This is an optimization exercise on Yosys and OpenROAD, whose aim is small area and a short achievable clock period, not a production implementation.
No run shown here included a check of the RTL's function; only the layout flow was run.
No activity file was given, so power comes from the tool's default toggle rates.

==> design.v <==
module neuron_l2 (
    input clk,
    input reset,
    input enable,
    input startup,
    input signed [17*16-1:0] in,
    input signed [15:0] weight,
    output reg signed [15:0] out,
    output reg outvalid,
    output reg tmp3
);
    wire load = enable & startup;
    wire comp = enable & ~startup;
    reg [15:0] C [0:16];
    reg [16:0] V;        
    reg [4:0] zc;        
    reg [4:0] pc;        
    reg dly;             
    reg ld1;
    reg [15:0] wr1;
    wire [4:0] tn = (zc >= 5'd15) ? zc - 5'd15 : zc + 5'd2;   
    wire wen = dly ? ld1 : load;
    wire [15:0] wd = dly ? wr1 : weight;
    wire [15:0] wdn = ~wd;
    reg [16:0] wsel;
    integer j;
    always @(*) begin
        for (j = 0; j < 17; j = j + 1)
            wsel[j] = (j % 2 == 0) & wen & (pc == j);
    end
    always @(posedge clk) begin
        ld1 <= load;
        wr1 <= weight;
        if (!load) begin
            pc <= tn + {4'd0, tn[0]};
            dly <= tn[0];
        end
        C[0] <= wsel[0] ? wd : C[16];
        for (j = 1; j < 17; j = j + 1)
            if (j % 2)
                C[j] <= C[j - 1];
            else
                C[j] <= ~(wsel[j] ? ((j % 4 == 2) ? wd : wdn) : C[j - 1]);
    end
    always @(posedge clk or posedge reset) begin
        if (reset) begin
            V <= 17'd0;
            zc <= 5'd0;
        end else begin
            V <= wsel | {V[15:0], V[16]};
            zc <= (zc == 5'd16) ? 5'd0 : zc + 5'd1;
        end
    end
    reg [4:0] raddr;
    reg newIn, s1, s2;
    always @(posedge clk or posedge reset) begin
        if (reset) begin
            raddr <= 0; newIn <= 0; s1 <= 0; s2 <= 0; tmp3 <= 0; outvalid <= 0;
        end else if (enable) begin
            if (startup) begin
                raddr <= 0; newIn <= 0;
            end else if (raddr == 5'd16) begin
                raddr <= 0; newIn <= 1;
            end else begin
                raddr <= raddr + 5'd1; newIn <= 0;
            end
            s1 <= newIn; s2 <= s1; tmp3 <= s2; outvalid <= tmp3;
        end else begin
            raddr <= 0; newIn <= 0;
        end
    end
    wire xon = V[0] & ~newIn;
    reg [15:0] xsel;
    integer i;
    always @(*) begin
        xsel = 16'd0;
        for (i = 0; i < 17; i = i + 1)
            xsel = xsel | (in[16*i +: 16] & {16{zc == i}});
    end
    reg [15:0] xr;
    reg [7:0] bp1, bn1, bp2, bn2;
    wire [16:0] we = {C[0], 1'b0};   
    integer d;
    always @(posedge clk) begin
        xr <= xsel;
        for (d = 0; d < 8; d = d + 1) begin
            bp1[d] <= xon & ~we[2*d+2] & (we[2*d+1] ^ we[2*d]);
            bn1[d] <= xon &  we[2*d+2] & (we[2*d+1] ^ we[2*d]);
            bp2[d] <= xon & ~we[2*d+2] &  we[2*d+1] &  we[2*d];
            bn2[d] <= xon &  we[2*d+2] & ~we[2*d+1] & ~we[2*d];
        end
    end
    wire [7:0] bneg = bn1 | bn2;
    wire [16:0] x1 = {xr[15], xr};
    wire [16:0] x2 = {xr, 1'b0};
    wire [16:0] pp0 = ({17{bp1[0]}} & x1) | ({17{bn1[0]}} & ~x1) | ({17{bp2[0]}} & x2) | ({17{bn2[0]}} & ~x2);
    wire [16:0] pp1 = ({17{bp1[1]}} & x1) | ({17{bn1[1]}} & ~x1) | ({17{bp2[1]}} & x2) | ({17{bn2[1]}} & ~x2);
    wire [16:0] pp2 = ({17{bp1[2]}} & x1) | ({17{bn1[2]}} & ~x1) | ({17{bp2[2]}} & x2) | ({17{bn2[2]}} & ~x2);
    wire [16:0] pp3 = ({17{bp1[3]}} & x1) | ({17{bn1[3]}} & ~x1) | ({17{bp2[3]}} & x2) | ({17{bn2[3]}} & ~x2);
    wire [16:0] pp4 = ({17{bp1[4]}} & x1) | ({17{bn1[4]}} & ~x1) | ({17{bp2[4]}} & x2) | ({17{bn2[4]}} & ~x2);
    wire [16:0] pp5 = ({17{bp1[5]}} & x1) | ({17{bn1[5]}} & ~x1) | ({17{bp2[5]}} & x2) | ({17{bn2[5]}} & ~x2);
    wire [16:0] pp6 = ({17{bp1[6]}} & x1) | ({17{bn1[6]}} & ~x1) | ({17{bp2[6]}} & x2) | ({17{bn2[6]}} & ~x2);
    wire [16:0] pp7 = ({17{bp1[7]}} & x1) | ({17{bn1[7]}} & ~x1) | ({17{bp2[7]}} & x2) | ({17{bn2[7]}} & ~x2);
    wire a1 = pp0[10] ^ pp1[8];
    wire a2 = pp0[10] & pp1[8];
    wire a3 = pp0[11] ^ pp1[9];
    wire a4 = pp0[11] & pp1[9];
    wire a5 = pp0[12] ^ pp1[10] ^ pp2[8];
    wire a6 = (pp0[12] & pp1[10]) | (pp0[12] & pp2[8]) | (pp1[10] & pp2[8]);
    wire a7 = pp3[6] ^ pp4[4];
    wire a8 = pp3[6] & pp4[4];
    wire a9 = pp0[13] ^ pp1[11] ^ pp2[9];
    wire a10 = (pp0[13] & pp1[11]) | (pp0[13] & pp2[9]) | (pp1[11] & pp2[9]);
    wire a11 = pp3[7] ^ pp4[5];
    wire a12 = pp3[7] & pp4[5];
    wire a13 = pp0[14] ^ pp1[12] ^ pp2[10];
    wire a14 = (pp0[14] & pp1[12]) | (pp0[14] & pp2[10]) | (pp1[12] & pp2[10]);
    wire a15 = pp3[8] ^ pp4[6] ^ pp5[4];
    wire a16 = (pp3[8] & pp4[6]) | (pp3[8] & pp5[4]) | (pp4[6] & pp5[4]);
    wire a17 = pp6[2] ^ pp7[0];
    wire a18 = pp6[2] & pp7[0];
    wire a19 = pp0[15] ^ pp1[13] ^ pp2[11];
    wire a20 = (pp0[15] & pp1[13]) | (pp0[15] & pp2[11]) | (pp1[13] & pp2[11]);
    wire a21 = pp3[9] ^ pp4[7] ^ pp5[5];
    wire a22 = (pp3[9] & pp4[7]) | (pp3[9] & pp5[5]) | (pp4[7] & pp5[5]);
    wire a23 = pp6[3] ^ pp7[1];
    wire a24 = pp6[3] & pp7[1];
    wire a25 = ~pp0[16] ^ pp1[14] ^ pp2[12];
    wire a26 = (~pp0[16] & pp1[14]) | (~pp0[16] & pp2[12]) | (pp1[14] & pp2[12]);
    wire a27 = pp3[10] ^ pp4[8] ^ pp5[6];
    wire a28 = (pp3[10] & pp4[8]) | (pp3[10] & pp5[6]) | (pp4[8] & pp5[6]);
    wire a29 = pp6[4] ^ pp7[2];
    wire a30 = pp6[4] & pp7[2];
    wire a31 = pp1[15] ^ pp2[13] ^ pp3[11];
    wire a32 = (pp1[15] & pp2[13]) | (pp1[15] & pp3[11]) | (pp2[13] & pp3[11]);
    wire a33 = pp4[9] ^ pp5[7] ^ pp6[5];
    wire a34 = (pp4[9] & pp5[7]) | (pp4[9] & pp6[5]) | (pp5[7] & pp6[5]);
    wire a35 = ~pp1[16] ^ pp2[14] ^ pp3[12];
    wire a36 = (~pp1[16] & pp2[14]) | (~pp1[16] & pp3[12]) | (pp2[14] & pp3[12]);
    wire a37 = pp4[10] ^ pp5[8];
    wire a38 = pp4[10] & pp5[8];
    wire a39 = pp2[15] ^ pp3[13] ^ pp4[11];
    wire a40 = (pp2[15] & pp3[13]) | (pp2[15] & pp4[11]) | (pp3[13] & pp4[11]);
    wire a41 = ~pp2[16] ^ pp3[14];
    wire a42 = ~pp2[16] & pp3[14];
    wire a43 = pp0[6] ^ pp1[4];
    wire a44 = pp0[6] & pp1[4];
    wire a45 = pp0[7] ^ pp1[5];
    wire a46 = pp0[7] & pp1[5];
    wire a47 = pp0[8] ^ pp1[6] ^ pp2[4];
    wire a48 = (pp0[8] & pp1[6]) | (pp0[8] & pp2[4]) | (pp1[6] & pp2[4]);
    wire a49 = pp3[2] ^ pp4[0];
    wire a50 = pp3[2] & pp4[0];
    wire a51 = pp0[9] ^ pp1[7] ^ pp2[5];
    wire a52 = (pp0[9] & pp1[7]) | (pp0[9] & pp2[5]) | (pp1[7] & pp2[5]);
    wire a53 = pp3[3] ^ pp4[1];
    wire a54 = pp3[3] & pp4[1];
    wire a55 = a1 ^ pp2[6] ^ pp3[4];
    wire a56 = (a1 & pp2[6]) | (a1 & pp3[4]) | (pp2[6] & pp3[4]);
    wire a57 = pp4[2] ^ pp5[0] ^ bneg[5];
    wire a58 = (pp4[2] & pp5[0]) | (pp4[2] & bneg[5]) | (pp5[0] & bneg[5]);
    wire a59 = a3 ^ pp2[7] ^ pp3[5];
    wire a60 = (a3 & pp2[7]) | (a3 & pp3[5]) | (pp2[7] & pp3[5]);
    wire a61 = pp4[3] ^ pp5[1] ^ a2;
    wire a62 = (pp4[3] & pp5[1]) | (pp4[3] & a2) | (pp5[1] & a2);
    wire a63 = a5 ^ a7 ^ pp5[2];
    wire a64 = (a5 & a7) | (a5 & pp5[2]) | (a7 & pp5[2]);
    wire a65 = pp6[0] ^ bneg[6] ^ a4;
    wire a66 = (pp6[0] & bneg[6]) | (pp6[0] & a4) | (bneg[6] & a4);
    wire a67 = a9 ^ a11 ^ pp5[3];
    wire a68 = (a9 & a11) | (a9 & pp5[3]) | (a11 & pp5[3]);
    wire a69 = pp6[1] ^ a6 ^ a8;
    wire a70 = (pp6[1] & a6) | (pp6[1] & a8) | (a6 & a8);
    wire a71 = a13 ^ a15 ^ a17;
    wire a72 = (a13 & a15) | (a13 & a17) | (a15 & a17);
    wire a73 = bneg[7] ^ a10 ^ a12;
    wire a74 = (bneg[7] & a10) | (bneg[7] & a12) | (a10 & a12);
    wire a75 = a19 ^ a21 ^ a23;
    wire a76 = (a19 & a21) | (a19 & a23) | (a21 & a23);
    wire a77 = a14 ^ a16 ^ a18;
    wire a78 = (a14 & a16) | (a14 & a18) | (a16 & a18);
    wire a79 = a25 ^ a27 ^ a29;
    wire a80 = (a25 & a27) | (a25 & a29) | (a27 & a29);
    wire a81 = a20 ^ a22 ^ a24;
    wire a82 = (a20 & a22) | (a20 & a24) | (a22 & a24);
    wire a83 = a31 ^ a33 ^ pp7[3];
    wire a84 = (a31 & a33) | (a31 & pp7[3]) | (a33 & pp7[3]);
    wire a85 = a26 ^ a28 ^ a30;
    wire a86 = (a26 & a28) | (a26 & a30) | (a28 & a30);
    wire a87 = a35 ^ a37 ^ pp6[6];
    wire a88 = (a35 & a37) | (a35 & pp6[6]) | (a37 & pp6[6]);
    wire a89 = pp7[4] ^ a32 ^ a34;
    wire a90 = (pp7[4] & a32) | (pp7[4] & a34) | (a32 & a34);
    wire a91 = a39 ^ pp5[9] ^ pp6[7];
    wire a92 = (a39 & pp5[9]) | (a39 & pp6[7]) | (pp5[9] & pp6[7]);
    wire a93 = pp7[5] ^ a36 ^ a38;
    wire a94 = (pp7[5] & a36) | (pp7[5] & a38) | (a36 & a38);
    wire a95 = a41 ^ pp4[12] ^ pp5[10];
    wire a96 = (a41 & pp4[12]) | (a41 & pp5[10]) | (pp4[12] & pp5[10]);
    wire a97 = pp6[8] ^ pp7[6] ^ a40;
    wire a98 = (pp6[8] & pp7[6]) | (pp6[8] & a40) | (pp7[6] & a40);
    wire a99 = pp3[15] ^ pp4[13] ^ pp5[11];
    wire a100 = (pp3[15] & pp4[13]) | (pp3[15] & pp5[11]) | (pp4[13] & pp5[11]);
    wire a101 = pp6[9] ^ pp7[7] ^ a42;
    wire a102 = (pp6[9] & pp7[7]) | (pp6[9] & a42) | (pp7[7] & a42);
    wire a103 = ~pp3[16] ^ pp4[14] ^ pp5[12];
    wire a104 = (~pp3[16] & pp4[14]) | (~pp3[16] & pp5[12]) | (pp4[14] & pp5[12]);
    wire a105 = pp6[10] ^ pp7[8];
    wire a106 = pp6[10] & pp7[8];
    wire a107 = pp4[15] ^ pp5[13] ^ pp6[11];
    wire a108 = (pp4[15] & pp5[13]) | (pp4[15] & pp6[11]) | (pp5[13] & pp6[11]);
    wire a109 = ~pp4[16] ^ pp5[14];
    wire a110 = ~pp4[16] & pp5[14];
    reg [27:0] r1 [0:3];
    always @(posedge clk) begin
        r1[0] <= {pp6[15], ~pp5[16], pp5[15], a109, a107, a103, a99, a95, a91, a87, a83, a79, a75, a71, a67, a63, a59, a55, a51, a47, a45, a43, pp0[5], pp0[4], pp0[3], pp0[2], pp0[1], pp0[0]};
        r1[1] <= {pp7[13], pp6[14], pp6[13], pp6[12], pp7[9], a105, a101, a97, a93, a89, a85, a81, a77, a73, a69, a65, a61, a57, a53, a49, pp2[3], pp2[2], pp1[3], pp1[2], pp1[1], pp1[0], 1'b0, bneg[0]};
        r1[2] <= {1'b0, pp7[12], pp7[11], pp7[10], a104, a100, a96, a92, a88, a84, a80, a76, a72, a68, a64, a60, a56, a52, a48, bneg[4], pp3[1], pp3[0], pp2[1], pp2[0], 1'b0, bneg[1], 1'b0, 1'b0};
        r1[3] <= {1'b0, 1'b0, a110, a108, a106, a102, a98, a94, a90, a86, a82, a78, a74, a70, a66, a62, a58, a54, a50, a46, a44, bneg[3], 1'b0, bneg[2], 1'b0, 1'b0, 1'b0, 1'b0};
    end
    reg [27:0] as, ac;
    reg clr;
    always @(posedge clk) clr <= comp & ~s1 & (raddr == 5'd1);
    wire [27:0] fs = clr ? 28'd393216 : as;
    wire [27:0] fc = clr ? 28'd0 : ac;
    wire b1 = r1[0][2] ^ r1[1][2];
    wire b2 = r1[0][2] & r1[1][2];
    wire b3 = r1[0][3] ^ r1[1][3];
    wire b4 = r1[0][3] & r1[1][3];
    wire b5 = r1[0][4] ^ r1[1][4] ^ r1[2][4];
    wire b6 = (r1[0][4] & r1[1][4]) | (r1[0][4] & r1[2][4]) | (r1[1][4] & r1[2][4]);
    wire b7 = r1[3][4] ^ fs[4];
    wire b8 = r1[3][4] & fs[4];
    wire b9 = r1[0][5] ^ r1[1][5] ^ r1[2][5];
    wire b10 = (r1[0][5] & r1[1][5]) | (r1[0][5] & r1[2][5]) | (r1[1][5] & r1[2][5]);
    wire b11 = fs[5] ^ fc[5];
    wire b12 = fs[5] & fc[5];
    wire b13 = r1[0][6] ^ r1[1][6] ^ r1[2][6];
    wire b14 = (r1[0][6] & r1[1][6]) | (r1[0][6] & r1[2][6]) | (r1[1][6] & r1[2][6]);
    wire b15 = r1[3][6] ^ fs[6] ^ fc[6];
    wire b16 = (r1[3][6] & fs[6]) | (r1[3][6] & fc[6]) | (fs[6] & fc[6]);
    wire b17 = r1[0][7] ^ r1[1][7] ^ r1[2][7];
    wire b18 = (r1[0][7] & r1[1][7]) | (r1[0][7] & r1[2][7]) | (r1[1][7] & r1[2][7]);
    wire b19 = r1[3][7] ^ fs[7] ^ fc[7];
    wire b20 = (r1[3][7] & fs[7]) | (r1[3][7] & fc[7]) | (fs[7] & fc[7]);
    wire b21 = r1[0][8] ^ r1[1][8] ^ r1[2][8];
    wire b22 = (r1[0][8] & r1[1][8]) | (r1[0][8] & r1[2][8]) | (r1[1][8] & r1[2][8]);
    wire b23 = r1[3][8] ^ fs[8] ^ fc[8];
    wire b24 = (r1[3][8] & fs[8]) | (r1[3][8] & fc[8]) | (fs[8] & fc[8]);
    wire b25 = r1[0][9] ^ r1[1][9] ^ r1[2][9];
    wire b26 = (r1[0][9] & r1[1][9]) | (r1[0][9] & r1[2][9]) | (r1[1][9] & r1[2][9]);
    wire b27 = r1[3][9] ^ fs[9] ^ fc[9];
    wire b28 = (r1[3][9] & fs[9]) | (r1[3][9] & fc[9]) | (fs[9] & fc[9]);
    wire b29 = r1[0][10] ^ r1[1][10] ^ r1[2][10];
    wire b30 = (r1[0][10] & r1[1][10]) | (r1[0][10] & r1[2][10]) | (r1[1][10] & r1[2][10]);
    wire b31 = r1[3][10] ^ fs[10] ^ fc[10];
    wire b32 = (r1[3][10] & fs[10]) | (r1[3][10] & fc[10]) | (fs[10] & fc[10]);
    wire b33 = r1[0][11] ^ r1[1][11] ^ r1[2][11];
    wire b34 = (r1[0][11] & r1[1][11]) | (r1[0][11] & r1[2][11]) | (r1[1][11] & r1[2][11]);
    wire b35 = r1[3][11] ^ fs[11] ^ fc[11];
    wire b36 = (r1[3][11] & fs[11]) | (r1[3][11] & fc[11]) | (fs[11] & fc[11]);
    wire b37 = r1[0][12] ^ r1[1][12] ^ r1[2][12];
    wire b38 = (r1[0][12] & r1[1][12]) | (r1[0][12] & r1[2][12]) | (r1[1][12] & r1[2][12]);
    wire b39 = r1[3][12] ^ fs[12] ^ fc[12];
    wire b40 = (r1[3][12] & fs[12]) | (r1[3][12] & fc[12]) | (fs[12] & fc[12]);
    wire b41 = r1[0][13] ^ r1[1][13] ^ r1[2][13];
    wire b42 = (r1[0][13] & r1[1][13]) | (r1[0][13] & r1[2][13]) | (r1[1][13] & r1[2][13]);
    wire b43 = r1[3][13] ^ fs[13] ^ fc[13];
    wire b44 = (r1[3][13] & fs[13]) | (r1[3][13] & fc[13]) | (fs[13] & fc[13]);
    wire b45 = r1[0][14] ^ r1[1][14] ^ r1[2][14];
    wire b46 = (r1[0][14] & r1[1][14]) | (r1[0][14] & r1[2][14]) | (r1[1][14] & r1[2][14]);
    wire b47 = r1[3][14] ^ fs[14] ^ fc[14];
    wire b48 = (r1[3][14] & fs[14]) | (r1[3][14] & fc[14]) | (fs[14] & fc[14]);
    wire b49 = r1[0][15] ^ r1[1][15] ^ r1[2][15];
    wire b50 = (r1[0][15] & r1[1][15]) | (r1[0][15] & r1[2][15]) | (r1[1][15] & r1[2][15]);
    wire b51 = r1[3][15] ^ fs[15] ^ fc[15];
    wire b52 = (r1[3][15] & fs[15]) | (r1[3][15] & fc[15]) | (fs[15] & fc[15]);
    wire b53 = r1[0][16] ^ r1[1][16] ^ r1[2][16];
    wire b54 = (r1[0][16] & r1[1][16]) | (r1[0][16] & r1[2][16]) | (r1[1][16] & r1[2][16]);
    wire b55 = r1[3][16] ^ fs[16] ^ fc[16];
    wire b56 = (r1[3][16] & fs[16]) | (r1[3][16] & fc[16]) | (fs[16] & fc[16]);
    wire b57 = r1[0][17] ^ r1[1][17] ^ r1[2][17];
    wire b58 = (r1[0][17] & r1[1][17]) | (r1[0][17] & r1[2][17]) | (r1[1][17] & r1[2][17]);
    wire b59 = r1[3][17] ^ fs[17] ^ fc[17];
    wire b60 = (r1[3][17] & fs[17]) | (r1[3][17] & fc[17]) | (fs[17] & fc[17]);
    wire b61 = r1[0][18] ^ r1[1][18] ^ r1[2][18];
    wire b62 = (r1[0][18] & r1[1][18]) | (r1[0][18] & r1[2][18]) | (r1[1][18] & r1[2][18]);
    wire b63 = r1[3][18] ^ fs[18] ^ fc[18];
    wire b64 = (r1[3][18] & fs[18]) | (r1[3][18] & fc[18]) | (fs[18] & fc[18]);
    wire b65 = r1[0][19] ^ r1[1][19] ^ r1[2][19];
    wire b66 = (r1[0][19] & r1[1][19]) | (r1[0][19] & r1[2][19]) | (r1[1][19] & r1[2][19]);
    wire b67 = r1[3][19] ^ fs[19] ^ fc[19];
    wire b68 = (r1[3][19] & fs[19]) | (r1[3][19] & fc[19]) | (fs[19] & fc[19]);
    wire b69 = r1[0][20] ^ r1[1][20] ^ r1[2][20];
    wire b70 = (r1[0][20] & r1[1][20]) | (r1[0][20] & r1[2][20]) | (r1[1][20] & r1[2][20]);
    wire b71 = r1[3][20] ^ fs[20] ^ fc[20];
    wire b72 = (r1[3][20] & fs[20]) | (r1[3][20] & fc[20]) | (fs[20] & fc[20]);
    wire b73 = r1[0][21] ^ r1[1][21] ^ r1[2][21];
    wire b74 = (r1[0][21] & r1[1][21]) | (r1[0][21] & r1[2][21]) | (r1[1][21] & r1[2][21]);
    wire b75 = r1[3][21] ^ fs[21] ^ fc[21];
    wire b76 = (r1[3][21] & fs[21]) | (r1[3][21] & fc[21]) | (fs[21] & fc[21]);
    wire b77 = r1[0][22] ^ r1[1][22] ^ r1[2][22];
    wire b78 = (r1[0][22] & r1[1][22]) | (r1[0][22] & r1[2][22]) | (r1[1][22] & r1[2][22]);
    wire b79 = r1[3][22] ^ fs[22] ^ fc[22];
    wire b80 = (r1[3][22] & fs[22]) | (r1[3][22] & fc[22]) | (fs[22] & fc[22]);
    wire b81 = r1[0][23] ^ r1[1][23] ^ r1[2][23];
    wire b82 = (r1[0][23] & r1[1][23]) | (r1[0][23] & r1[2][23]) | (r1[1][23] & r1[2][23]);
    wire b83 = r1[3][23] ^ fs[23] ^ fc[23];
    wire b84 = (r1[3][23] & fs[23]) | (r1[3][23] & fc[23]) | (fs[23] & fc[23]);
    wire b85 = r1[0][24] ^ r1[1][24] ^ r1[2][24];
    wire b86 = (r1[0][24] & r1[1][24]) | (r1[0][24] & r1[2][24]) | (r1[1][24] & r1[2][24]);
    wire b87 = r1[3][24] ^ fs[24] ^ fc[24];
    wire b88 = (r1[3][24] & fs[24]) | (r1[3][24] & fc[24]) | (fs[24] & fc[24]);
    wire b89 = r1[0][25] ^ r1[1][25] ^ r1[2][25];
    wire b90 = (r1[0][25] & r1[1][25]) | (r1[0][25] & r1[2][25]) | (r1[1][25] & r1[2][25]);
    wire b91 = r1[3][25] ^ fs[25] ^ fc[25];
    wire b92 = (r1[3][25] & fs[25]) | (r1[3][25] & fc[25]) | (fs[25] & fc[25]);
    wire b93 = r1[0][26] ^ r1[1][26] ^ r1[2][26];
    wire b94 = (r1[0][26] & r1[1][26]) | (r1[0][26] & r1[2][26]) | (r1[1][26] & r1[2][26]);
    wire b95 = fs[26] ^ fc[26];
    wire b96 = fs[26] & fc[26];
    wire b97 = r1[0][27] ^ r1[1][27] ^ fs[27];
    wire b98 = (r1[0][27] & r1[1][27]) | (r1[0][27] & fs[27]) | (r1[1][27] & fs[27]);
    wire b99 = r1[0][0] ^ r1[1][0];
    wire b100 = r1[0][0] & r1[1][0];
    wire b101 = r1[0][1] ^ fs[1];
    wire b102 = r1[0][1] & fs[1];
    wire b103 = b1 ^ r1[2][2] ^ fs[2];
    wire b104 = (b1 & r1[2][2]) | (b1 & fs[2]) | (r1[2][2] & fs[2]);
    wire b105 = b3 ^ fs[3] ^ fc[3];
    wire b106 = (b3 & fs[3]) | (b3 & fc[3]) | (fs[3] & fc[3]);
    wire b107 = b5 ^ b7 ^ fc[4];
    wire b108 = (b5 & b7) | (b5 & fc[4]) | (b7 & fc[4]);
    wire b109 = b9 ^ b11 ^ b6;
    wire b110 = (b9 & b11) | (b9 & b6) | (b11 & b6);
    wire b111 = b13 ^ b15 ^ b10;
    wire b112 = (b13 & b15) | (b13 & b10) | (b15 & b10);
    wire b113 = b17 ^ b19 ^ b14;
    wire b114 = (b17 & b19) | (b17 & b14) | (b19 & b14);
    wire b115 = b21 ^ b23 ^ b18;
    wire b116 = (b21 & b23) | (b21 & b18) | (b23 & b18);
    wire b117 = b25 ^ b27 ^ b22;
    wire b118 = (b25 & b27) | (b25 & b22) | (b27 & b22);
    wire b119 = b29 ^ b31 ^ b26;
    wire b120 = (b29 & b31) | (b29 & b26) | (b31 & b26);
    wire b121 = b33 ^ b35 ^ b30;
    wire b122 = (b33 & b35) | (b33 & b30) | (b35 & b30);
    wire b123 = b37 ^ b39 ^ b34;
    wire b124 = (b37 & b39) | (b37 & b34) | (b39 & b34);
    wire b125 = b41 ^ b43 ^ b38;
    wire b126 = (b41 & b43) | (b41 & b38) | (b43 & b38);
    wire b127 = b45 ^ b47 ^ b42;
    wire b128 = (b45 & b47) | (b45 & b42) | (b47 & b42);
    wire b129 = b49 ^ b51 ^ b46;
    wire b130 = (b49 & b51) | (b49 & b46) | (b51 & b46);
    wire b131 = b53 ^ b55 ^ b50;
    wire b132 = (b53 & b55) | (b53 & b50) | (b55 & b50);
    wire b133 = b57 ^ b59 ^ b54;
    wire b134 = (b57 & b59) | (b57 & b54) | (b59 & b54);
    wire b135 = b61 ^ b63 ^ b58;
    wire b136 = (b61 & b63) | (b61 & b58) | (b63 & b58);
    wire b137 = b65 ^ b67 ^ b62;
    wire b138 = (b65 & b67) | (b65 & b62) | (b67 & b62);
    wire b139 = b69 ^ b71 ^ b66;
    wire b140 = (b69 & b71) | (b69 & b66) | (b71 & b66);
    wire b141 = b73 ^ b75 ^ b70;
    wire b142 = (b73 & b75) | (b73 & b70) | (b75 & b70);
    wire b143 = b77 ^ b79 ^ b74;
    wire b144 = (b77 & b79) | (b77 & b74) | (b79 & b74);
    wire b145 = b81 ^ b83 ^ b78;
    wire b146 = (b81 & b83) | (b81 & b78) | (b83 & b78);
    wire b147 = b85 ^ b87 ^ b82;
    wire b148 = (b85 & b87) | (b85 & b82) | (b87 & b82);
    wire b149 = b89 ^ b91 ^ b86;
    wire b150 = (b89 & b91) | (b89 & b86) | (b91 & b86);
    wire b151 = b93 ^ b95 ^ b90;
    wire b152 = (b93 & b95) | (b93 & b90) | (b95 & b90);
    wire b153 = b97 ^ fc[27] ^ b94;
    wire b154 = (b97 & fc[27]) | (b97 & b94) | (fc[27] & b94);
    wire b155 = b99 ^ fs[0];
    wire b156 = b99 & fs[0];
    wire b157 = b101 ^ fc[1] ^ b100;
    wire b158 = (b101 & fc[1]) | (b101 & b100) | (fc[1] & b100);
    wire b159 = b103 ^ fc[2] ^ b102;
    wire b160 = (b103 & fc[2]) | (b103 & b102) | (fc[2] & b102);
    wire b161 = b105 ^ b2 ^ b104;
    wire b162 = (b105 & b2) | (b105 & b104) | (b2 & b104);
    wire b163 = b107 ^ b4 ^ b106;
    wire b164 = (b107 & b4) | (b107 & b106) | (b4 & b106);
    wire b165 = b109 ^ b8 ^ b108;
    wire b166 = (b109 & b8) | (b109 & b108) | (b8 & b108);
    wire b167 = b111 ^ b12 ^ b110;
    wire b168 = (b111 & b12) | (b111 & b110) | (b12 & b110);
    wire b169 = b113 ^ b16 ^ b112;
    wire b170 = (b113 & b16) | (b113 & b112) | (b16 & b112);
    wire b171 = b115 ^ b20 ^ b114;
    wire b172 = (b115 & b20) | (b115 & b114) | (b20 & b114);
    wire b173 = b117 ^ b24 ^ b116;
    wire b174 = (b117 & b24) | (b117 & b116) | (b24 & b116);
    wire b175 = b119 ^ b28 ^ b118;
    wire b176 = (b119 & b28) | (b119 & b118) | (b28 & b118);
    wire b177 = b121 ^ b32 ^ b120;
    wire b178 = (b121 & b32) | (b121 & b120) | (b32 & b120);
    wire b179 = b123 ^ b36 ^ b122;
    wire b180 = (b123 & b36) | (b123 & b122) | (b36 & b122);
    wire b181 = b125 ^ b40 ^ b124;
    wire b182 = (b125 & b40) | (b125 & b124) | (b40 & b124);
    wire b183 = b127 ^ b44 ^ b126;
    wire b184 = (b127 & b44) | (b127 & b126) | (b44 & b126);
    wire b185 = b129 ^ b48 ^ b128;
    wire b186 = (b129 & b48) | (b129 & b128) | (b48 & b128);
    wire b187 = b131 ^ b52 ^ b130;
    wire b188 = (b131 & b52) | (b131 & b130) | (b52 & b130);
    wire b189 = b133 ^ b56 ^ b132;
    wire b190 = (b133 & b56) | (b133 & b132) | (b56 & b132);
    wire b191 = b135 ^ b60 ^ b134;
    wire b192 = (b135 & b60) | (b135 & b134) | (b60 & b134);
    wire b193 = b137 ^ b64 ^ b136;
    wire b194 = (b137 & b64) | (b137 & b136) | (b64 & b136);
    wire b195 = b139 ^ b68 ^ b138;
    wire b196 = (b139 & b68) | (b139 & b138) | (b68 & b138);
    wire b197 = b141 ^ b72 ^ b140;
    wire b198 = (b141 & b72) | (b141 & b140) | (b72 & b140);
    wire b199 = b143 ^ b76 ^ b142;
    wire b200 = (b143 & b76) | (b143 & b142) | (b76 & b142);
    wire b201 = b145 ^ b80 ^ b144;
    wire b202 = (b145 & b80) | (b145 & b144) | (b80 & b144);
    wire b203 = b147 ^ b84 ^ b146;
    wire b204 = (b147 & b84) | (b147 & b146) | (b84 & b146);
    wire b205 = b149 ^ b88 ^ b148;
    wire b206 = (b149 & b88) | (b149 & b148) | (b88 & b148);
    wire b207 = b151 ^ b92 ^ b150;
    wire b208 = (b151 & b92) | (b151 & b150) | (b92 & b150);
    wire b209 = b153 ^ b96 ^ b152;
    wire b210 = (b153 & b96) | (b153 & b152) | (b96 & b152);
    always @(posedge clk) begin
        as <= {b209, b207, b205, b203, b201, b199, b197, b195, b193, b191, b189, b187, b185, b183, b181, b179, b177, b175, b173, b171, b169, b167, b165, b163, b161, b159, b157, b155};
        ac <= {b208, b206, b204, b202, b200, b198, b196, b194, b192, b190, b188, b186, b184, b182, b180, b178, b176, b174, b172, b170, b168, b166, b164, b162, b160, b158, b156, fc[0]};
    end
    wire [27:0] acc = as + ac;
    wire g20 = tmp3 & (raddr == 5'd3);
    always @(posedge clk) out <= (g20 & ~acc[27]) ? acc[27:12] : 16'd0;
endmodule
==> flow/run.sh <==
#!/bin/bash
# Standard layout, with plain buffers (not delay cells) on the ports.
set -euo pipefail
export BUFFER_PORTS_ARGS="-buffer_cell sky130_fd_sc_hd__buf_1"
bash standard.sh synth > make_synth.log 2>&1
bash standard.sh finish > make_finish.log 2>&1
==> standard.sh <==
#!/bin/bash
# synth_recipe.tcl (not shown) runs the flow's synth.tcl, then flattens the netlist and writes it again
# the make line also repeats each setting of config.mk as NAME=value (left out here)
make -C /OpenROAD-flow-scripts/flow DESIGN_CONFIG=/design/flow/config.mk WORK_HOME=/design/flow/orfs CLKGATE_MAP_FILE= SYNTH_SCRIPT=/design/flow/synth_recipe.tcl "${@:-finish}"
==> config.mk <==
export PLATFORM = sky130hd
export DESIGN_NAME = neuron_l2
export DESIGN_NICKNAME = neuron_l2
export VERILOG_FILES = /design/flow/design.v
export SDC_FILE = /design/flow/constraint.sdc
export NUM_CORES = 4
export LEC_CHECK = 0
export CAP_MARGIN = 20
export CORE_MARGIN = 2
export CORE_UTILIZATION = 40
export CTS_CLUSTER_DIAMETER = 100
export CTS_CLUSTER_SIZE = 30
export SETUP_SLACK_MARGIN = 4.5
export SLEW_MARGIN = 20
==> constraint.sdc <==
create_clock -name core_clock -period 7.0 [get_ports {clk}]
set_input_delay 1.4000 -clock core_clock [delete_from_list [all_inputs] [get_ports {clk}]]
set_output_delay 1.4000 -clock core_clock [all_outputs]
set_load 0.01 [all_outputs]
==> impl_metrics.json, run 1 <==
{
  "antenna_left": 0,
  "layout_min_cycle_time_ns": 2.696,
  "cts_hold_buf": 0,
  "dp_hpwl_um": 50570,
  "grt_pass1_wl_um": 102500,
  "cp.required_ns": 7.42,
  "wl_per_cell_um": 21.89,
  "setup-violations-final": 0,
  "synth-edff-count": 5,
  "synth-seq-cells": 545,
  "hold_class": "flop to flop",
  "synth_common_cells": "dfxtp_1, mux2i_1, nand2_1, fa_1, clkbuf_1",
  "tns_ns": 0,
  "cts_tree": "done",
  "rrSetupSlack_ns": 4.30,
  "worstSetupEndpointType": "flop",
  "max_freq_mhz": 371.0,
  "leakage_nw": 11.58,
  "drc": 0,
  "slowest_stage": "a222oi_1",
  "synth_fp_nets": 2516,
  "rsz0062_at_grt": "true",
  "grt_overflow": 0,
  "rows": 88,
  "synthesis.instances": 2031,
  "critPathKind": "flop to flop",
  "clock_sinks": 545,
  "grt_pass1_vias": 16631,
  "max-vdd-ir-drop_mv": 0.1775,
  "ys_warn_count": 3,
  "arrival_ns": 3.11,
  "clkTransAtPathRegs_ns": 0.11,
  "postSynthAreaPerCell_um2": 11.51,
  "finalHoldViolCount": 0,
  "htreeDepth": 1,
  "worstSetupStartpointType": "flop",
  "total_power_w": 0.007342,
  "port_buffers": 309,
  "cts_root_buf": "clkbuf_16",
  "worst_slew_pin_slew_ns": 1.036,
  "die_w_um": 245.8,
  "fin_skew_ns": 0.02318,
  "relSlewSlack": 0.3090,
  "drive_gt1_frac": 0.1221,
  "cts_buffers": 22,
  "grt_usage": 0.2222,
  "synth_most_common_cell": "dfxtp_1",
  "cp.buffers_inverters": 1,
  "via_count": 16201,
  "fp.dieH_um": 245.8,
  "syn2layout_area_growth_pct": 15.16,
  "dr.pass1.iters": 6,
  "crit_top_cell": "ha_4",
  "worst_hold_slack_ns": 0.3319,
  "drtIter0Drc": 985,
  "powerDensity_nw_per_um2": 272.7,
  "fin_cells": 3076,
  "antenna_found_initial": 5,
  "dieArea_um2": 60400,
  "clock_path_buffers": 3,
  "grt_max_degree": 55,
  "nNetsFinal": 2788,
  "syn_area_um2": 23380,
  "min_period_over_period": 0.3851,
  "core_um2": 57700,
  "synth_top_area_cell": "dfxtp_1",
  "drv_cap": 0,
  "initial_core_util": 0.4053,
  "crit_chain": "ha_4, and3_4, ha_4, buf_12, a222oi_1, nand2_1, nor2_1, nand3_2",
  "slowest_delay_ns": 0.87,
  "worstSkewPairLatency_ns": 0.59,
  "synth_top_area_share": 0.4350,
  "fillers": 5378,
  "place.gp.congestion": 1.073,
  "avgViaCountPerCell": 5.267,
  "ys_seq_area_frac": 0.4756,
  "place_inst": 3002,
  "io_pins": 310,
  "yosysUniqueCellTypes": 69,
  "synth_top_cells_by_area": "dfxtp_1, mux2i_1, fa_1",
  "drv_slew": 0,
  "cp_max_fo": 4,
  "critPathTopFamily": "compound AO/OA/AOI/OAI gates",
  "synthArstFlopShare": 0.05872,
  "status": "finished clean",
  "synth_ff_type": "dfxtp_1",
  "routed_wl_um": 67340
}
## registers in the layout (all words and copies together), names as in the netlist, 7 cells and up
name / cells
C: 272
V: 17
ac: 27
as: 28
bn1: 8
bn2: 8
bp1: 8
bp2: 7
out: 16
r1: 100
wr1: 16
xr: 16
## layer usage
layer	global-route usage	vias up	wire, um	part of all wire
li1	-	7608	-	-
met1	0.3170	8085	31710	0.47
met2	0.3430	410	29820	0.44
met3	0.04933	94	4121	0.061
met4	0.04973	4	1658	0.025
met5	0	-	28	0.00042
## placed cells by master, fill, tap and decap left out, types with 22 or more instances in the layout
master     Yosys  final
dfxtp_1      508    488
nor2b_1       70     70
mux2i_1      311    311
nand3_1       27     22
xnor2_1       25     24
nand2_1      149    145
fa_1         134    134
a22oi_1       86     83
dfrtp_1       32     27
mux2_2        32     32
a21oi_1       56     50
nor2_1        88     81
buf_1          9    289
ha_1          59     45
buf_4          7     53
inv_1         50     50
clkbuf_16      0     22
## where the power goes
| group | total [W] | switching (W) | internal (W) | leakage (nW) |
|---|---|---|---|---|
| logic | 0.00199 | 0.00105 | 0.000940 | 6.61 |
| registers | 0.00381 | 0.000234 | 0.00357 | 4.66 |
| clock network | 0.00154 | 0.000948 | 0.000595 | 0.306 |
## path summary, 6_finish.rpt
kind,from,end,cells past startpoint
min in group asynchronous,reset,s2,3
max,zc[0],xr[9],8
min reg2reg,C[8][3],C[9][3],0
min,C[8][3],C[9][3],0
max in group asynchronous,reset,zc[4],3
max reg2reg,zc[0],xr[9],8
## final cells by class
cell class | count | area (um^2) | area share
multi-input combinational | 1306 | 12130 | 0.4505
clock buffer | 25 | 561.8 | 0.02087
timing repair buffer | 377 | 1852 | 0.06878
sequential | 545 | 11160 | 0.4146
tap | 765 | 957.2 | 0.03555
clock inverter | 5 | 62.56 | 0.002324
antenna | 2 | 5.005 | 0.0001859
inverter | 51 | 195.2 | 0.007249
## repair_timing
action / 4_1_cts / 5_1_grt
gates cloned: 2 / 0
endpoints found under the setup margin: 219 / 114
pin swaps: 17 / 23
setup buffers: 31 / 9
gates resized for setup: 36 / 97
## logic make-up after synthesis
group,synth area share
flip-flops,0.4756
multiplexers,0.1486
other,0.0001604
AND/OR/NAND/NOR,0.09301
adder cells (fa/ha/maj),0.1463
XOR/XNOR,0.01349
buffers and inverters,0.03093
AO/OA/AOI/OAI,0.09194
## worst reg2reg max path, cell delays in order, from the launching register on
cell,delay (ns)
dfrtp_2,0.46
ha_4,0.19
and3_4,0.19
ha_4,0.18
buf_12,0.13
a222oi_1,0.88
nand2_1,0.15
nor2_1,0.17
nand3_2,0.20
## metrics by stage
step           setup WS (ns)  utilization  instance area, um^2
2_1_floorplan          4.106            -                23520
3_3_place_gp           3.169       0.4386                25310
3_5_place_dp           3.109       0.4388                25320
4_1_cts                4.405       0.4578                26410
5_1_grt                4.354       0.4666                26920
6_report               4.304       0.4667                26920
==> inputs of run 2 (changes only) <==
--- a/design.v
+++ b/design.v
@@ -15,4 +15,4 @@
     reg [16:0] V;        
-    reg [4:0] zc;        
-    reg [4:0] pc;        
+    reg [16:0] z;        
+    reg [8:0] ps;        
     reg dly;             
@@ -20,3 +20,3 @@
     reg [15:0] wr1;
-    wire [4:0] tn = (zc >= 5'd15) ? zc - 5'd15 : zc + 5'd2;   
+    wire [16:0] tz = {z[14:0], z[16:15]};    
     wire wen = dly ? ld1 : load;
@@ -28,3 +28,3 @@
         for (j = 0; j < 17; j = j + 1)
-            wsel[j] = (j % 2 == 0) & wen & (pc == j);
+            wsel[j] = (j % 2 == 0) ? (wen & ps[j / 2]) : 1'b0;
     end
@@ -34,4 +34,6 @@
         if (!load) begin
-            pc <= tn + {4'd0, tn[0]};
-            dly <= tn[0];
+            ps[0] <= tz[0];
+            for (j = 1; j < 9; j = j + 1)
+                ps[j] <= tz[2 * j] | tz[2 * j - 1];
+            dly <= tz[1] | tz[3] | tz[5] | tz[7] | tz[9] | tz[11] | tz[13] | tz[15];
         end
@@ -47,6 +49,6 @@
             V <= 17'd0;
-            zc <= 5'd0;
+            z <= 17'd1;
         end else begin
             V <= wsel | {V[15:0], V[16]};
-            zc <= (zc == 5'd16) ? 5'd0 : zc + 5'd1;
+            z <= {z[15:0], z[16]};
         end
@@ -57,3 +59,3 @@
         if (reset) begin
-            raddr <= 0; newIn <= 0; s1 <= 0; s2 <= 0; tmp3 <= 0; outvalid <= 0;
+            raddr <= 0; newIn <= 0; s1 <= 0; s2 <= 0;
         end else if (enable) begin
@@ -66,3 +68,3 @@
             end
-            s1 <= newIn; s2 <= s1; tmp3 <= s2; outvalid <= tmp3;
+            s1 <= newIn; s2 <= s1;
         end else begin
@@ -71,2 +73,9 @@
     end
+    always @(posedge clk) begin
+        if (reset) begin
+            tmp3 <= 0; outvalid <= 0;
+        end else if (enable) begin
+            tmp3 <= s2; outvalid <= tmp3;
+        end
+    end
     wire xon = V[0] & ~newIn;
@@ -77,3 +86,3 @@
         for (i = 0; i < 17; i = i + 1)
-            xsel = xsel | (in[16*i +: 16] & {16{zc == i}});
+            xsel = xsel | (in[16*i +: 16] & {16{z[i]}});
     end
@@ -440,4 +449,6 @@
     wire [27:0] acc = as + ac;
-    wire g20 = tmp3 & (raddr == 5'd3);
-    always @(posedge clk) out <= (g20 & ~acc[27]) ? acc[27:12] : 16'd0;
+    wire [27:0] acc19 = as + ac + 28'd89456640;
+    reg og;
+    always @(posedge clk) og <= comp & s2 & (raddr == 5'd2) & ~acc19[27];
+    always @(posedge clk) out <= og ? acc[27:12] : 16'd0;
 endmodule
==> impl_metrics.json, run 2 <==
{
  "status": "finished clean",
  "syn2layout_area_growth_pct": 13.63,
  "drv_slew": 0,
  "core_um2": 57700,
  "grt_pass1_wl_um": 111900,
  "synth-seq-cells": 563,
  "drv_cap": 0,
  "arrival_ns": 3.25,
  "min_period_over_period": 0.3870,
  "reg_top3": "C (272), r1 (100), as (28)",
  "via_count": 16595,
  "min_from": "C[2][12]",
  "worst_hold_slack_ns": 0.3222,
  "synth_common_cells": "dfxtp_1, mux2i_1, nand2_1, nor2_1, a21oi_1",
  "dieArea_um2": 60340,
  "synth_ff_type": "dfxtp_1",
  "avgViaCountPerCell": 5.268,
  "wl_per_cell_um": 24.01,
  "finalHoldViolCount": 0,
  "dr.pass1.iters": 8,
  "cp_max_fo": 4,
  "max-vdd-ir-drop_mv": 0.2908,
  "final_cell_mix": "dfxtp_1, buf_1, mux2i_1",
  "fp.dieH_um": 245.6,
  "htreeDepth": 1,
  "stdcell_area_um2": 26540,
  "synthesis.instances": 2142,
  "drc": 0,
  "fin_cells": 3150,
  "routed_wl_um": 75640,
  "multiInputGateArea_um2": 11450,
  "clock_path_buffers": 3,
  "largest_register_ffs": 272,
  "seq_area_um2": 11640,
  "layout_min_cycle_time_ns": 2.709,
  "clkTransAtPathRegs_ns": 0.12,
  "rows": 88,
  "grt_pass1_vias": 16658,
  "antenna_left": 0,
  "synthArstFlopShare": 0.07460,
  "hold_class": "flop to flop",
  "worst_slew_pin_slew_ns": 1.079,
  "critPathKind": "flop to flop",
  "worstSetupStartpointType": "flop",
  "synth-edff-count": 10,
  "antenna_found_initial": 10,
  "place_inst": 3092,
  "dp_hpwl_um": 57690,
  "grt_max_degree": 55,
  "grt_usage": 0.2496,
  "cts_tree": "done",
  "rrSetupSlack_ns": 4.29,
  "drive_gt1_frac": 0.09492,
  "synth_top_cells_by_area": "dfxtp_1, fa_1, mux2i_1",
  "setup-violations-final": 0,
  "top_register": "C",
  "timing.critical_path.from": "as[3]",
  "ys_warn_count": 3,
  "relSlewSlack": 0.2804,
  "nNetsFinal": 2852,
  "grt_overflow": 0,
  "fin_skew_ns": 0.02549,
  "io_pins": 310,
  "worstSetupEndpointType": "flop",
  "postSynthAreaPerCell_um2": 10.90,
  "synth_fp_nets": 2620,
  "leakage_nw": 10.70,
  "worstSkewPairLatency_ns": 0.60,
  "cts_root_buf": "clkbuf_16",
  "clock_sinks": 563,
  "synth_most_common_cell": "dfxtp_1",
  "rr_worst_depth": 11,
  "final_common_cell": "dfxtp_1",
  "place.gp.congestion": 1.095,
  "yosysUniqueCellTypes": 64,
  "hold_depth": 0,
  "port_buffers": 309,
  "rsz0062_at_grt": "true",
  "fillers": 5448,
  "place_area_um2": 25150,
  "holdPathEnd": "C[3][12]",
  "timing.rr.start": "as[3]",
  "die_w_um": 245.6,
  "rr_endpoint": "og",
  "cp.required_ns": 7.54,
  "max_freq_mhz": 369.1,
  "synth_top_area_cell": "dfxtp_1",
  "syn_area_um2": 23350,
  "cts_buffers": 23,
  "powerDensity_nw_per_um2": 416.3,
  "synth_top_area_share": 0.4380,
  "initial_core_util": 0.4048,
  "tns_ns": 0,
  "drtIter0Drc": 1213,
  "ys_seq_area_frac": 0.4959
}
## run 2: cell types whose count changed after synthesis, sizes merged, moves of 10 or more
cell    before  now
a22oi       86  106
nor2        91  167
mux2i      311  200
a22o        14    2
a21oi       66  158
nand2      149  178
clkbuf     109  136
buf         22   12
and2         1   14
o21ai       19   34
## run 2: stage by stage
step                        util  worst slack [ns]  total power, W
final                     0.4600             4.291         0.01105
after global routing      0.4599             4.205         0.01201
after CTS                 0.4550             4.254         0.01098
after detailed placement  0.4359             3.616        0.009051
after global placement    0.4359             3.691        0.008867
after floorplan                -             4.502        0.007617
## run 2: what timing repair did
action                     CTS  global route
pin swaps                   18            13
hold buffers                 0             0
resized for setup           71            57
gates cloned                 0             1
setup endpoints to repair  221           180
setup buffers               12             9
## run 2: how the worst max path moves through the flow
stage | to | slack (ns) | cells past startpoint
floorplan | C[16][10] | 4.50 | 7
global placement | C[8][7] | 3.69 | 6
detailed placement | C[8][7] | 3.62 | 6
CTS | og | 4.25 | 11
global route | og | 4.20 | 13
finish | og | 4.29 | 11
## run 2: routing by layer
metal	track usage	up-vias	routed length (um)
met1	0.3737	8261	36690
met4	0.02763	8	940
met3	0.04387	70	4253
met5	0	-	50
li1	-	7794	-
met2	0.3873	462	33700
## run 2: final cells by class
class / count / share of cell area
Timing Repair Buffer: 355 / 0.06082
Tap cell: 765 / 0.03607
Clock buffer: 27 / 0.02263
Sequential cell: 563 / 0.4385
Antenna cell: 4 / 0.0003772
Inverter: 46 / 0.006506
Clock inverter: 5 / 0.003536
Multi-Input combinational cell: 1385 / 0.4315
## run 2: worst max-delay path: stages (launching register included)
cell,delay (ns)
dfxtp_2,0.35
ha_4,0.27
nand4_1,0.18
a2111o_1,0.50
a21o_4,0.26
nand2_4,0.10
a211oi_4,0.08
nor3_4,0.27
o211ai_1,0.13
buf_4,0.17
a211o_1,0.29
nand2_1,0.05
## run 2: cells by family after synthesis
kind of cell             Yosys count  share of synthesized area
adder cells (fa/ha/maj)          186                     0.1427
AND/OR/NAND/NOR                  560                     0.1129
flip-flops                       563                     0.4959
XOR/XNOR                          25                   0.009375
multiplexers                     230                     0.1002
AO/OA/AOI/OAI                    384                     0.1077
buffers and inverters            194                    0.03118
## run 2: report_power, final
group	switching, W	internal [W]
logic	0.00245	0.00218
registers	0.000588	0.00418
clock network	0.000989	0.000670
total	0.00402	0.00702
==> inputs of run 3 (changes only) <==
--- a/config.mk
+++ b/config.mk
@@ -9,3 +9,3 @@
 export CORE_MARGIN = 2
-export CORE_UTILIZATION = 40
+export CORE_UTILIZATION = 65
 export CTS_CLUSTER_DIAMETER = 100
==> impl_metrics.json, run 3 <==
{
  "avgViaCountPerCell": 6.223,
  "synth-edff-count": 10,
  "clock_path_buffers": 3,
  "synth_top_area_share": 0.4380,
  "postSynthAreaPerCell_um2": 10.90,
  "syn_area_um2": 23350,
  "layout_min_cycle_time_ns": 2.820,
  "dr.pass1.iters": 7,
  "synth_top_area_cell": "dfxtp_1",
  "worstSetupStartpointType": "flop",
  "ys_seq_area_frac": 0.4959,
  "clkTransAtPathRegs_ns": 0.11,
  "status": "finished clean",
  "fillers": 2370,
  "largest_register_ffs": 272,
  "finalWorstSetupSlack_ns": 4.180,
  "routed_wl_um": 72110,
  "synth-seq-cells": 563,
  "synthArstFlopShare": 0.07460,
  "fin_cells": 2829,
  "synthesis.instances": 2142,
  "drive_gt1_frac": 0.07868,
  "cp_max_fo": 5,
  "reg_top3": "C (272), r1 (100), as (28)",
  "muxShareOfSynthArea": 0.1002,
  "hold_class": "flop to flop",
  "synth-simple-area-share": 0.1129,
  "worstSkewPairLatency_ns": 0.59,
  "max-vdd-ir-drop_mv": 0.4036,
  "cts_buffers": 22,
  "rr_worst_depth": 10,
  "synth_most_common_cell": "dfxtp_1",
  "rsz0062_at_grt": "true",
  "synth_compound_area_frac": 0.1077,
  "initial_core_util": 0.6582,
  "grt_pass1_wl_um": 108400,
  "hold_depth": 0,
  "synthAdderAreaFrac": 0.1427,
  "drc": 0,
  "synth_common_cells": "dfxtp_1, mux2i_1, nand2_1, nor2_1, a21oi_1",
  "grt_overflow": 0,
  "grt_usage": 0.3775,
  "grt_pass1_vias": 17855,
  "powerDensity_nw_per_um2": 430.9,
  "worstSetupEndpointType": "flop",
  "final_util": 0.7294,
  "via_count": 17606,
  "grt_max_degree": 55,
  "leakage_nw": 10.54,
  "dp_slack_ns": 3.641,
  "setup-violations-final": 0,
  "cts_tree": "done",
  "core_um2": 35480,
  "final_cell_mix": "dfxtp_1, buf_1, mux2i_1",
  "antenna_found_initial": 9,
  "drtIter0Drc": 1888,
  "cts_hold_buf": 0,
  "total_power_w": 0.01115,
  "relSlewSlack": 0.2710,
  "io_pins": 310,
  "yosysUniqueCellTypes": 64,
  "max_freq_mhz": 354.7,
  "antenna_left": 0,
  "worst_slew_pin_slew_ns": 1.094,
  "ys_warn_count": 3,
  "drv_cap": 0,
  "min_period_over_period": 0.4028,
  "place_inst": 2777,
  "top_register": "C",
  "synth_top_family_by_area": "adder cells",
  "critPathKind": "flop to flop",
  "port_buffers": 309,
  "fin_skew_ns": 0.02343,
  "cts_root_buf": "clkbuf_16",
  "fp.dieH_um": 193.6,
  "syn2layout_area_growth_pct": 10.82,
  "htreeDepth": 1,
  "drv_slew": 0,
  "synth_fp_nets": 2620,
  "finalHoldViolCount": 0,
  "final_common_cell": "dfxtp_1",
  "die_w_um": 193.6,
  "clock_sinks": 563,
  "rows": 69,
  "arrival_ns": 3.34,
  "synth_ff_type": "dfxtp_1",
  "dp_hpwl_um": 52020,
  "wl_per_cell_um": 25.49,
  "cp.required_ns": 7.52,
  "synth_top_cells_by_area": "dfxtp_1, fa_1, mux2i_1",
  "synth-xor-area-share": 0.009375,
  "dieArea_um2": 37460,
  "tns_ns": 0,
  "place.gp.congestion": 0.9863,
  "nNetsFinal": 2837
}
## run 3: cell counts after synthesis
Identical to the previous run, type by type.
## run 3: worst max-delay path, cell delays in order, from the launching register on
cell	delay, ns
dfxtp_2	0.36
ha_4	0.26
a21oi_1	0.20
o21bai_1	0.15
a2111oi_1	0.59
o21ai_2	0.22
a31oi_1	0.28
xnor2_1	0.20
o211ai_1	0.17
a211o_1	0.29
nand2_1	0.06
## run 3: final timing paths
path | end | startpoint | slack, ns
setup / recovery | og | as[15] | 4.18
hold / removal | C[15][15] | C[14][15] | 0.32
setup reg to reg | og | as[15] | 4.18
hold reg to reg | C[15][15] | C[14][15] | 0.32
max in group asynchronous | z[0] | reset | 5.15
min in group asynchronous | V[4] | reset | 1.00
## run 3: cells by family (layout without fill, tap and decap cells)
logic type                 after synthesis  in the layout
buffers and inverters                  194            416
DFF                                    563            563
AOI/OAI and AO/OA                      384            384
adders and majority gates              186            186
muxes                                  230            230
and+or+nand+nor                        560            560
other                                    0              4
xor gates and xnor gates                25             25
## run 3: area by class of cell
class                   count  area (um^2)  area share
well taps                 461        576.8     0.02229
repair buffers            341         1464     0.05656
diodes                      4        10.01   0.0003867
inverters                  46        172.7    0.006671
clock buffers              27        573.1     0.02214
multi-input cells        1385        11400      0.4405
flip-flops and latches    563        11640      0.4499
clock inverters             2        38.79    0.001499
## run 3: metal layers
metal	track usage	vias up	wire, um
met5	0	-	36
met4	0.08962	6	2153
met3	0.06607	149	6335
met2	0.6052	906	33640
met1	0.5391	8783	29940
li1	-	7762	-
## run 3: through the flow
stage,cell area (um^2),hold WS [ns]
after CTS,25650,0.3192
after detailed placement,24680,0.3121
after floorplan,23470,0.3096
after global routing,25880,0.3305
final,25880,0.3223
after global placement,24680,0.3098
## run 3: power breakdown
group,leakage [nW],internal (W),switching (W)
registers,4.92,0.00418,0.000610
clock network,0.296,0.000595,0.000965
logic,5.32,0.00218,0.00262
total,10.5,0.00696,0.00420
## run 3: repair_timing
item                                    in CTS  in global routing
cloned                                       0                  1
endpoints found under the setup margin     225                 34
buffers inserted                             6                 12
pin swaps                                   15                 14
resized for setup                           65                 34
==> inputs of run 4 (changes only) <==
--- a/design.v
+++ b/design.v
@@ -90,2 +90,3 @@
     reg [7:0] bp1, bn1, bp2, bn2;
+    reg nul;    
     wire [16:0] we = {C[0], 1'b0};   
@@ -94,2 +95,3 @@
         xr <= xsel;
+        nul <= newIn;
         for (d = 0; d < 8; d = d + 1) begin
@@ -104,2 +106,10 @@
     wire [16:0] x2 = {xr, 1'b0};
+    wire sx0 = ~pp0[16] & ~nul;
+    wire sx1 = ~pp1[16] & ~nul;
+    wire sx2 = ~pp2[16] & ~nul;
+    wire sx3 = ~pp3[16] & ~nul;
+    wire sx4 = ~pp4[16] & ~nul;
+    wire sx5 = ~pp5[16] & ~nul;
+    wire sx6 = ~pp6[16] & ~nul;
+    wire sx7 = ~pp7[16] & ~nul;
     wire [16:0] pp0 = ({17{bp1[0]}} & x1) | ({17{bn1[0]}} & ~x1) | ({17{bp2[0]}} & x2) | ({17{bn2[0]}} & ~x2);
@@ -136,4 +146,4 @@
     wire a24 = pp6[3] & pp7[1];
-    wire a25 = ~pp0[16] ^ pp1[14] ^ pp2[12];
-    wire a26 = (~pp0[16] & pp1[14]) | (~pp0[16] & pp2[12]) | (pp1[14] & pp2[12]);
+    wire a25 = sx0 ^ pp1[14] ^ pp2[12];
+    wire a26 = (sx0 & pp1[14]) | (sx0 & pp2[12]) | (pp1[14] & pp2[12]);
     wire a27 = pp3[10] ^ pp4[8] ^ pp5[6];
@@ -146,4 +156,4 @@
     wire a34 = (pp4[9] & pp5[7]) | (pp4[9] & pp6[5]) | (pp5[7] & pp6[5]);
-    wire a35 = ~pp1[16] ^ pp2[14] ^ pp3[12];
-    wire a36 = (~pp1[16] & pp2[14]) | (~pp1[16] & pp3[12]) | (pp2[14] & pp3[12]);
+    wire a35 = sx1 ^ pp2[14] ^ pp3[12];
+    wire a36 = (sx1 & pp2[14]) | (sx1 & pp3[12]) | (pp2[14] & pp3[12]);
     wire a37 = pp4[10] ^ pp5[8];
@@ -152,4 +162,4 @@
     wire a40 = (pp2[15] & pp3[13]) | (pp2[15] & pp4[11]) | (pp3[13] & pp4[11]);
-    wire a41 = ~pp2[16] ^ pp3[14];
-    wire a42 = ~pp2[16] & pp3[14];
+    wire a41 = sx2 ^ pp3[14];
+    wire a42 = sx2 & pp3[14];
     wire a43 = pp0[6] ^ pp1[4];
@@ -214,4 +224,4 @@
     wire a102 = (pp6[9] & pp7[7]) | (pp6[9] & a42) | (pp7[7] & a42);
-    wire a103 = ~pp3[16] ^ pp4[14] ^ pp5[12];
-    wire a104 = (~pp3[16] & pp4[14]) | (~pp3[16] & pp5[12]) | (pp4[14] & pp5[12]);
+    wire a103 = sx3 ^ pp4[14] ^ pp5[12];
+    wire a104 = (sx3 & pp4[14]) | (sx3 & pp5[12]) | (pp4[14] & pp5[12]);
     wire a105 = pp6[10] ^ pp7[8];
@@ -220,7 +230,7 @@
     wire a108 = (pp4[15] & pp5[13]) | (pp4[15] & pp6[11]) | (pp5[13] & pp6[11]);
-    wire a109 = ~pp4[16] ^ pp5[14];
-    wire a110 = ~pp4[16] & pp5[14];
+    wire a109 = sx4 ^ pp5[14];
+    wire a110 = sx4 & pp5[14];
     reg [27:0] r1 [0:3];
     always @(posedge clk) begin
-        r1[0] <= {pp6[15], ~pp5[16], pp5[15], a109, a107, a103, a99, a95, a91, a87, a83, a79, a75, a71, a67, a63, a59, a55, a51, a47, a45, a43, pp0[5], pp0[4], pp0[3], pp0[2], pp0[1], pp0[0]};
+        r1[0] <= {pp6[15], sx5, pp5[15], a109, a107, a103, a99, a95, a91, a87, a83, a79, a75, a71, a67, a63, a59, a55, a51, a47, a45, a43, pp0[5], pp0[4], pp0[3], pp0[2], pp0[1], pp0[0]};
         r1[1] <= {pp7[13], pp6[14], pp6[13], pp6[12], pp7[9], a105, a101, a97, a93, a89, a85, a81, a77, a73, a69, a65, a61, a57, a53, a49, pp2[3], pp2[2], pp1[3], pp1[2], pp1[1], pp1[0], 1'b0, bneg[0]};
@@ -232,3 +242,3 @@
     always @(posedge clk) clr <= comp & ~s1 & (raddr == 5'd1);
-    wire [27:0] fs = clr ? 28'd393216 : as;
+    wire [27:0] fs = clr ? 28'd89849856 : as;
     wire [27:0] fc = clr ? 28'd0 : ac;
@@ -449,5 +459,4 @@
     wire [27:0] acc = as + ac;
-    wire [27:0] acc19 = as + ac + 28'd89456640;
     reg og;
-    always @(posedge clk) og <= comp & s2 & (raddr == 5'd2) & ~acc19[27];
+    always @(posedge clk) og <= comp & s2 & (raddr == 5'd2) & ~acc[27];
     always @(posedge clk) out <= og ? acc[27:12] : 16'd0;
--- a/config.mk
+++ b/config.mk
@@ -9,3 +9,3 @@
 export CORE_MARGIN = 2
-export CORE_UTILIZATION = 65
+export CORE_UTILIZATION = 40
 export CTS_CLUSTER_DIAMETER = 100
==> impl_metrics.json, run 4 <==
{
  "rr_worst_depth": 5,
  "drive_gt1_frac": 0.06827,
  "grt_pass1_vias": 16688,
  "syn2layout_area_growth_pct": 11.12,
  "cts_buffers": 22,
  "synth-seq-cells": 564,
  "max-vdd-ir-drop_mv": 0.2054,
  "core_um2": 58690,
  "arrival_ns": 1.10,
  "synth_compound_area_frac": 0.1122,
  "synth_common_cells": "dfxtp_1, mux2i_1, nor2_1, nand2_1, a21oi_1",
  "relSlewSlack": 0.2607,
  "via_count": 16730,
  "grt_pass1_wl_um": 112900,
  "final_common_cell": "dfxtp_1",
  "syn_area_um2": 23630,
  "initial_core_util": 0.4027,
  "drc": 0,
  "critPathKind": "flop to output port",
  "synthArstFlopShare": 0.07447,
  "synth_top_area_cell": "dfxtp_1",
  "antenna_left": 0,
  "place_area_um2": 25380,
  "synth_top_area_share": 0.4337,
  "clock_path_buffers": 3,
  "rr_endpoint": "r1[0][17]",
  "leakage_nw": 10.73,
  "grt_max_degree": 55,
  "dp_hpwl_um": 59450,
  "drv_cap": 0,
  "tns_ns": 0,
  "synthesis.instances": 2201,
  "hold_class": "flop to flop",
  "antenna_found_initial": 10,
  "clkTransAtPathRegs_ns": 0.11,
  "yosysUniqueCellTypes": 64,
  "ys_warn_count": 3,
  "avgViaCountPerCell": 5.231,
  "slowest_delay_ns": 0.40,
  "ys_seq_area_frac": 0.4909,
  "worst_slew_pin_slew_ns": 1.109,
  "finalHoldViolCount": 0,
  "min_period_over_period": 0.3570,
  "total_power_w": 0.01061,
  "synthAdderAreaFrac": 0.1410,
  "final_cell_mix": "dfxtp_1, buf_1, mux2i_1",
  "dr.pass1.iters": 5,
  "drtIter0Drc": 1166,
  "layout_min_cycle_time_ns": 2.499,
  "crit_chain": "buf_6",
  "muxShareOfSynthArea": 0.1024,
  "max_freq_mhz": 400.2,
  "port_buffers": 309,
  "fin_skew_ns": 0.01879,
  "clock_sinks": 564,
  "synth_most_common_cell": "dfxtp_1",
  "cts_root_buf": "clkbuf_16",
  "synth_top_cells_by_area": "dfxtp_1, fa_1, mux2i_1",
  "htreeDepth": 1,
  "nNetsFinal": 2889,
  "rows": 89,
  "powerDensity_nw_per_um2": 403.9,
  "cp.required_ns": 5.60,
  "routed_wl_um": 76690,
  "setup-violations-final": 0,
  "synth-edff-count": 10,
  "synth_fp_nets": 2679,
  "path_depth": 1,
  "worstSetupEndpointType": "output port",
  "reg_top3": "C (272), r1 (100), as (28)",
  "rsz0062_at_grt": "true",
  "stdcell_area_um2": 26260,
  "cts_tree": "done",
  "synth-simple-area-share": 0.1131,
  "synth_top_family_by_area": "adder cells",
  "worstSkewPairLatency_ns": 0.58,
  "fillers": 5596,
  "io_pins": 310,
  "slowest_stage": "dfxtp_4",
  "crit_path_end": "tmp3",
  "timing.critical_path.from": "tmp3",
  "top_register": "C",
  "timing.rr.start": "xr[12]",
  "largest_register_ffs": 272,
  "dieArea_um2": 61050,
  "synth_ff_type": "dfxtp_1",
  "die_w_um": 247.1,
  "grt_overflow": 0,
  "synth-xor-area-share": 0.006300,
  "fp.dieH_um": 247.1,
  "rrSetupSlack_ns": 4.52,
  "wl_per_cell_um": 23.98,
  "worstSetupStartpointType": "flop",
  "critPathTopFamily": "flip-flops",
  "postSynthAreaPerCell_um2": 10.74,
  "status": "finished clean",
  "cp.buffers_inverters": 1,
  "grt_usage": 0.2516,
  "drv_slew": 0,
  "place.gp.congestion": 1.019,
  "cp_max_fo": 3
}
==> run 4: cell types whose count changed after synthesis, sizes merged, moves of 5 or more <==
cell,delta
a21oi,+10
and2,-14
inv,+15
mux2i,+8
nand2,+5
nand2b,+5
nor2,+26
nor2b,-13
nor3,+5
o21a,+7
o21bai,+5
xor2,-7
==> run 4: cell families (layout without fill, tap and decap cells) <==
| logic type | Yosys count | after routing |
|---|---|---|
| adders and majority gates | 186 | 186 |
| other | 0 | 8 |
| and+or+nand+nor | 577 | 577 |
| buffers and inverters | 213 | 429 |
| muxes | 238 | 238 |
| xor gates and xnor gates | 17 | 17 |
| DFF | 564 | 564 |
| AOI/OAI and AO/OA | 406 | 406 |
==> run 4: worst min path at each step <==
stage                  start       end  slack [ns]  depth (start not counted)
floorplan           C[10][0]  C[11][0]        0.31                          0
global placement    C[14][2]  C[15][2]        0.31                          0
detailed placement   C[4][1]   C[5][1]        0.31                          0
CTS                 C[14][9]  C[15][9]        0.33                          0
global route        C[14][8]  C[15][8]        0.34                          0
finish               C[2][2]   C[3][2]        0.33                          0
==> run 4: what timing repair did <==
item / in CTS / in global routing
pin swaps: 1 / 0
buffers inserted: 2 / 4
setup endpoints to repair: 221 / 100
resized for setup: 45 / 28
cloned: 0 / 0
hold buffers: 0 / 0
==> run 4: layout make-up <==
type | count | area (um^2) | area share
Sequential cell | 564 | 11650 | 0.4435
Multi-Input combinational cell | 1424 | 11310 | 0.4307
Timing Repair Buffer | 339 | 1446 | 0.05507
Tap cell | 773 | 967.2 | 0.03683
Clock buffer | 28 | 583.1 | 0.02220
Inverter | 60 | 225.2 | 0.008576
Clock inverter | 2 | 60.06 | 0.002287
Antenna cell | 8 | 20.02 | 0.0007623
==> run 4: report_power, final <==
part / internal, W / leakage, nW / switching, W
combinational: 0.00192 / 5.50 / 0.00236
clock: 0.000638 / 0.310 / 0.000954
sequential: 0.00417 / 4.93 / 0.000559
==> run 4: stage by stage <==
stage	worst slack [ns]	util	hold slack, ns	std cells
finish	4.501	0.4475	0.3306	3198
global route	4.424	0.4473	0.3376	3194
CTS	4.329	0.4459	0.3300	3186
detailed placement	3.426	0.4325	0.3121	3154
global placement	3.511	0.4325	0.3098	3154
floorplan	4.467	-	0.3096	2201
==> run 4: routing by layer <==
metal  vias up  share of wire  GRT usage
met4         0         0.0093    0.03260
met1      8343           0.50     0.3829
met2       403           0.45     0.3910
li1       7942              -          -
met5         -              0          0
met3        42          0.043    0.03028

what the ideal ports hide:
Ports are ideal in the flow. The routed layouts listed here were re-timed in OpenROAD. Step 1, drivers: a clkbuf_16 drives clk and a buf_2 each remaining input, both assumed. Step 2 moves the port delays by t, midway between the first and last clock arrival at a register: inputs arrive t later, outputs are due t later. That takes back most of the time a late clock gives input paths. a / b / c = no drivers / after step 1 / after step 2; a / b = the first two.
| run | t (ns) | setup slack, ns | pins driven straight from the clock port |
|---|---|---|---|
| run 1 | 0.635 | 4.304 / 4.304 / 3.954 | 1 |
| run 2 | 0.640 | 4.291 / 4.291 / 4.029 | 1 |
| run 3 | 0.631 | 4.180 / 4.180 / 4.012 | 1 |
| run 4 | 0.627 | 4.501 / 4.449 / 3.998 | 1 |
After both steps every run listed still meets setup and hold. The setup slack of run 4, which loses most, moves by -0.052 ns with the drivers and by -0.503 ns with both steps.
